What follows belongs to an exercise in optimizing a design on an open flow for small area, a short achievable clock period and few clock cycles per item; a production flow would make more cautious choices. The RTL was checked by simulation tests, not by an equivalence proof against the original design. Power is estimated from default activity; no workload was simulated.

run A:
Design filter, start of the top module:
module filter(
        input clock,
        input reset,
        input start,
        output reg done,
        input  [15:0] data_in,
        output reg [15:0] data_out
    );
    reg [15:0] h0, h1, h2, h3, h4, h5, h6;
    reg [23:0] p0, p1;
    genvar gi;
    wire [8:0] ld, hold;
    wire [111:0] hq = {h6, h5, h4, h3, h2, h1, h0};
    wire [111:0] hn = {h5, h4, h3, h2, h1, h0, data_in};
    wire [111:0] hd;
    generate
        for (gi = 0; gi < 9; gi = gi + 1) begin : sel
            selgen g (start, reset, ld[gi], hold[gi]);
        end
        for (gi = 0; gi < 112; gi = gi + 1) begin : hsel
            ao22 m (ld[gi / 16], hn[gi], hold[gi / 16], hq[gi], hd[gi]);
        end
    endgenerate
    always @(posedge clock)
        {h6, h5, h4, h3, h2, h1, h0} <= hd;
    reg  [16:0] pc;    
    wire pca_1, pca_2;
    ha pca_1_c (h0[0], h3[0], pca_1, pca_2);
    wire pca_3, pca_4;
    ha pca_3_c (h0[1], h3[1], pca_3, pca_4);
    wire pca_5, pca_6;
    ha pca_5_c (h0[2], h3[2], pca_5, pca_6);
    wire pca_7, pca_8;
    ha pca_7_c (h0[3], h3[3], pca_7, pca_8);
    wire pca_9, pca_10;
    ha pca_9_c (h0[4], h3[4], pca_9, pca_10);
    wire pca_11, pca_12;
    ha pca_11_c (h0[5], h3[5], pca_11, pca_12);
    wire pca_13, pca_14;
    ha pca_13_c (h0[6], h3[6], pca_13, pca_14);
    wire pca_15, pca_16;
    ha pca_15_c (h0[7], h3[7], pca_15, pca_16);
    wire pca_17, pca_18;
  ...
For scale: about 210 flip-flops, about 11,000 um^2 of cells after synthesis.
==> flow/config.mk <==
export PLATFORM = sky130hd
export DESIGN_NAME = filter
export DESIGN_NICKNAME = filter
export VERILOG_FILES = /design/flow/design.v
export SDC_FILE = /design/flow/constraint.sdc
export NUM_CORES = 4
export LEC_CHECK = 0
export CAP_MARGIN = 20
export CORE_MARGIN = 2
export CORE_UTILIZATION = 60
export CTS_CLUSTER_DIAMETER = 100
export CTS_CLUSTER_SIZE = 24
export GPL_TIMING_DRIVEN = 1
export SLEW_MARGIN = 20
export SYNTH_HIERARCHICAL = 1
==> flow/constraint.sdc <==
create_clock -name core_clock -period 10.0 [get_ports {clock}]
set_input_delay 2.0000 -clock core_clock [delete_from_list [all_inputs] [get_ports {clock}]]
set_output_delay 2.0000 -clock core_clock [all_outputs]
set_load 0.01 [all_outputs]
standard.sh (not shown) runs the stock make flow with config.mk's settings and CLKGATE_MAP_FILE= SYNTH_SCRIPT=/design/flow/synth_recipe.tcl, a recipe that flattens the netlist after the stock synthesis.
==> flow/flow/run.sh <==
#!/bin/bash
# Standard ORFS layout (the standard.sh) with changes only to how it is
# optimised: ports are buffered with a plain buffer instead of the default
# delay-buffer cell, and timing repair is asked for more setup margin than the
# 10 ns clock needs, so that it works on the achieved period.
set -euo pipefail
bash standard.sh SETUP_SLACK_MARGIN=7.0 "BUFFER_PORTS_ARGS=-buffer_cell sky130_fd_sc_hd__buf_4" finish > orfs_make.log 2>&1
Run A: PASS, flow complete, no timing, DRC or antenna violations
Testbench counts of run A, summed over its fixed seeds: cycles 2,064, samples 2,048.
Changes in run B relative to run A:
# run A
export LEC_CHECK = 0
export CAP_MARGIN = 20
export CORE_MARGIN = 2
export CORE_UTILIZATION = 60
export CTS_CLUSTER_DIAMETER = 100
export CTS_CLUSTER_SIZE = 24
export GPL_TIMING_DRIVEN = 1
export SLEW_MARGIN = 20
export SYNTH_HIERARCHICAL = 1
create_clock -name core_clock -period 10.0 [get_ports {clock}]
# run B
export LEC_CHECK = 0
export CAP_MARGIN = 20
export CORE_MARGIN = 2
export CORE_UTILIZATION = 60
export CTS_CLUSTER_DIAMETER = 100
export CTS_CLUSTER_SIZE = 30
export SLEW_MARGIN = 20
export SYNTH_HIERARCHICAL = 1
create_clock -name core_clock -period 10.0 [get_ports {clock}]
Notes after the runs:
From run B to run A, fraction of the mapped netlist area in adder cells did not move at all. Wire length on met3 in run B vs run A: down 3.4%. As far as global-route met1 utilization is concerned, run B and run A perform about the same. Looking only at transition time at the pin with the least slew margin, and setting everything else aside, the lower value of run B and run A goes to run A. Of run B and run A, the run reporting the higher shortest clock period the worst path allows after layout was run B.
What run C does differently from run B at the input level:
# run B
export LEC_CHECK = 0
export CAP_MARGIN = 20
export CORE_MARGIN = 2
export CORE_UTILIZATION = 60
export CTS_CLUSTER_DIAMETER = 100
export CTS_CLUSTER_SIZE = 30
export SLEW_MARGIN = 20
export SYNTH_HIERARCHICAL = 1
create_clock -name core_clock -period 10.0 [get_ports {clock}]
# run C
export LEC_CHECK = 0
export CAP_MARGIN = 20
export CORE_MARGIN = 2
export CORE_UTILIZATION = 60
export CTS_CLUSTER_DIAMETER = 100
export CTS_CLUSTER_SIZE = 24
export PLACE_DENSITY = 0.8
export SLEW_MARGIN = 20
export SYNTH_HIERARCHICAL = 1
create_clock -name core_clock -period 10.0 [get_ports {clock}]
## What came out
Diff run B -> run C | number of DRC violations after detailed-routing iteration 0 | increase of about 14%. | met1 layer wirelength in the final routing | run C vs run B | ≈ equal |. Utilization of the core after routing, run B and run C, higher one = run C. Compared with run B, run C shows a routed wire length that is about 8% lower. Run B → run C: area added between synthesis and finish went up, global routing usage summed across all routing layers went down.
### run C -> run D
# run C
export LEC_CHECK = 0
export CAP_MARGIN = 20
export CORE_MARGIN = 2
export CORE_UTILIZATION = 60
export CTS_CLUSTER_DIAMETER = 100
export CTS_CLUSTER_SIZE = 24
export PLACE_DENSITY = 0.8
export SLEW_MARGIN = 20
export SYNTH_HIERARCHICAL = 1
create_clock -name core_clock -period 10.0 [get_ports {clock}]
# run D
export LEC_CHECK = 0
export CAP_MARGIN = 20
export CORE_MARGIN = 2
export CORE_UTILIZATION = 70
export CTS_CLUSTER_DIAMETER = 100
export CTS_CLUSTER_SIZE = 24
export SLEW_MARGIN = 20
export SYNTH_HIERARCHICAL = 1
create_clock -name core_clock -period 10.0 [get_ports {clock}]
diff --git a/flow/flow/run.sh b/flow/flow/run.sh
--- a/flow/flow/run.sh
+++ b/flow/flow/run.sh
@@ -5,3 +5,3 @@
 # 10 ns clock needs, so that it works on the achieved period.
 set -euo pipefail
-bash standard.sh SETUP_SLACK_MARGIN=7.0 "BUFFER_PORTS_ARGS=-buffer_cell sky130_fd_sc_hd__buf_4" finish > orfs_make.log 2>&1
+bash standard.sh SETUP_SLACK_MARGIN=7.05 "BUFFER_PORTS_ARGS=-buffer_cell sky130_fd_sc_hd__buf_4" finish > orfs_make.log 2>&1
[summary]
The combinational power in run D sits about 3.2% above the value recorded for run C.
Run D — clock network fraction of total power 1.4 points lower, run C as reference
Sort run C and run D by effective utilization at floorplan desc -> top: run D
Comparing the two runs side by side, run D comes out behind run C on wire length.
Delta (run D minus run C): reported clock group power went down; ratio of cells with drive above 1 in the final layout went up by 4.4 points; die area decreased by about 14% relative to the old numbers.
Between run D and run C, the sequential cell area share figures differ only marginally.
Row global routing usage on met1: run D higher / run C lower
Modified inputs, run E compared to run D
# run D
export LEC_CHECK = 0
export CAP_MARGIN = 20
export CORE_MARGIN = 2
export CORE_UTILIZATION = 70
export CTS_CLUSTER_DIAMETER = 100
export CTS_CLUSTER_SIZE = 24
export SLEW_MARGIN = 20
export SYNTH_HIERARCHICAL = 1
create_clock -name core_clock -period 10.0 [get_ports {clock}]
# run E
export LEC_CHECK = 0
export CAP_MARGIN = 20
export CORE_MARGIN = 2
export CORE_UTILIZATION = 60
export CTS_CLUSTER_DIAMETER = 100
export CTS_CLUSTER_SIZE = 24
export SLEW_MARGIN = 20
export SYNTH_HIERARCHICAL = 1
create_clock -name core_clock -period 10.0 [get_ports {clock}]
diff --git a/flow/flow/run.sh b/flow/flow/run.sh
--- a/flow/flow/run.sh
+++ b/flow/flow/run.sh
@@ -5,3 +5,3 @@
 # 10 ns clock needs, so that it works on the achieved period.
 set -euo pipefail
-bash standard.sh SETUP_SLACK_MARGIN=7.05 "BUFFER_PORTS_ARGS=-buffer_cell sky130_fd_sc_hd__buf_4" finish > orfs_make.log 2>&1
+bash standard.sh SETUP_SLACK_MARGIN=7.0 "BUFFER_PORTS_ARGS=-buffer_cell sky130_fd_sc_hd__buf_4" finish > orfs_make.log 2>&1
### Flow results
Looking at the reports, run E completed the entire flow and the layout it produced met the timing, design-rule and antenna checks. Run E has global-route wire length before repair above what run D had. Run E vs. run D: internal power of the cells went down by about 1.8%. Run E vs run D — floorplan die area rose 2800 um^2. When run E is measured against run D, its area added between synthesis and finish turns out 0.96 points lower. In the reports for run D and run E, the smaller power belongs to run E. Run E -> run D: flip-flop and latch count delta 0, exact match. Post-synthesis instance total: run D vs run E identical. Against run D, overall routed net length in run E came out worse.

## afterwards: timing with drivers on the ports
The results above use ideal ports. As a check the final layouts listed here were re-extracted and re-timed, cells and wires unchanged.
Step 1, drivers: a clkbuf_16 drives clock and a buf_2 each remaining input, both assumed.
Step 2 moves the port delays by t, midway between the first and last clock arrival at a register: inputs arrive t later, outputs are due t later. That takes back most of the time a late clock gives input paths.
a / b / c = ideal ports / drivers / drivers and shift; a / b = the first two.
run	t (ns)	slack for setup (ns)	worst setup path at the end	cell pins on the clock port's net
run A	0.508	7.051 / 7.008 / 6.759	input to register	1
run B	0.510	7.030 / 6.986 / 6.602	input to register	1
run C	0.512	7.042 / 6.997 / 6.625	input to register	1
run D	0.516	7.031 / 6.985 / 6.706	input to register	1
run E	0.508	7.051 / 7.008 / 6.759	input to register	1
After both steps every run listed still meets setup and hold. The setup slack of run B, which loses most, moves by -0.044 ns with the drivers and by -0.428 ns with both steps.
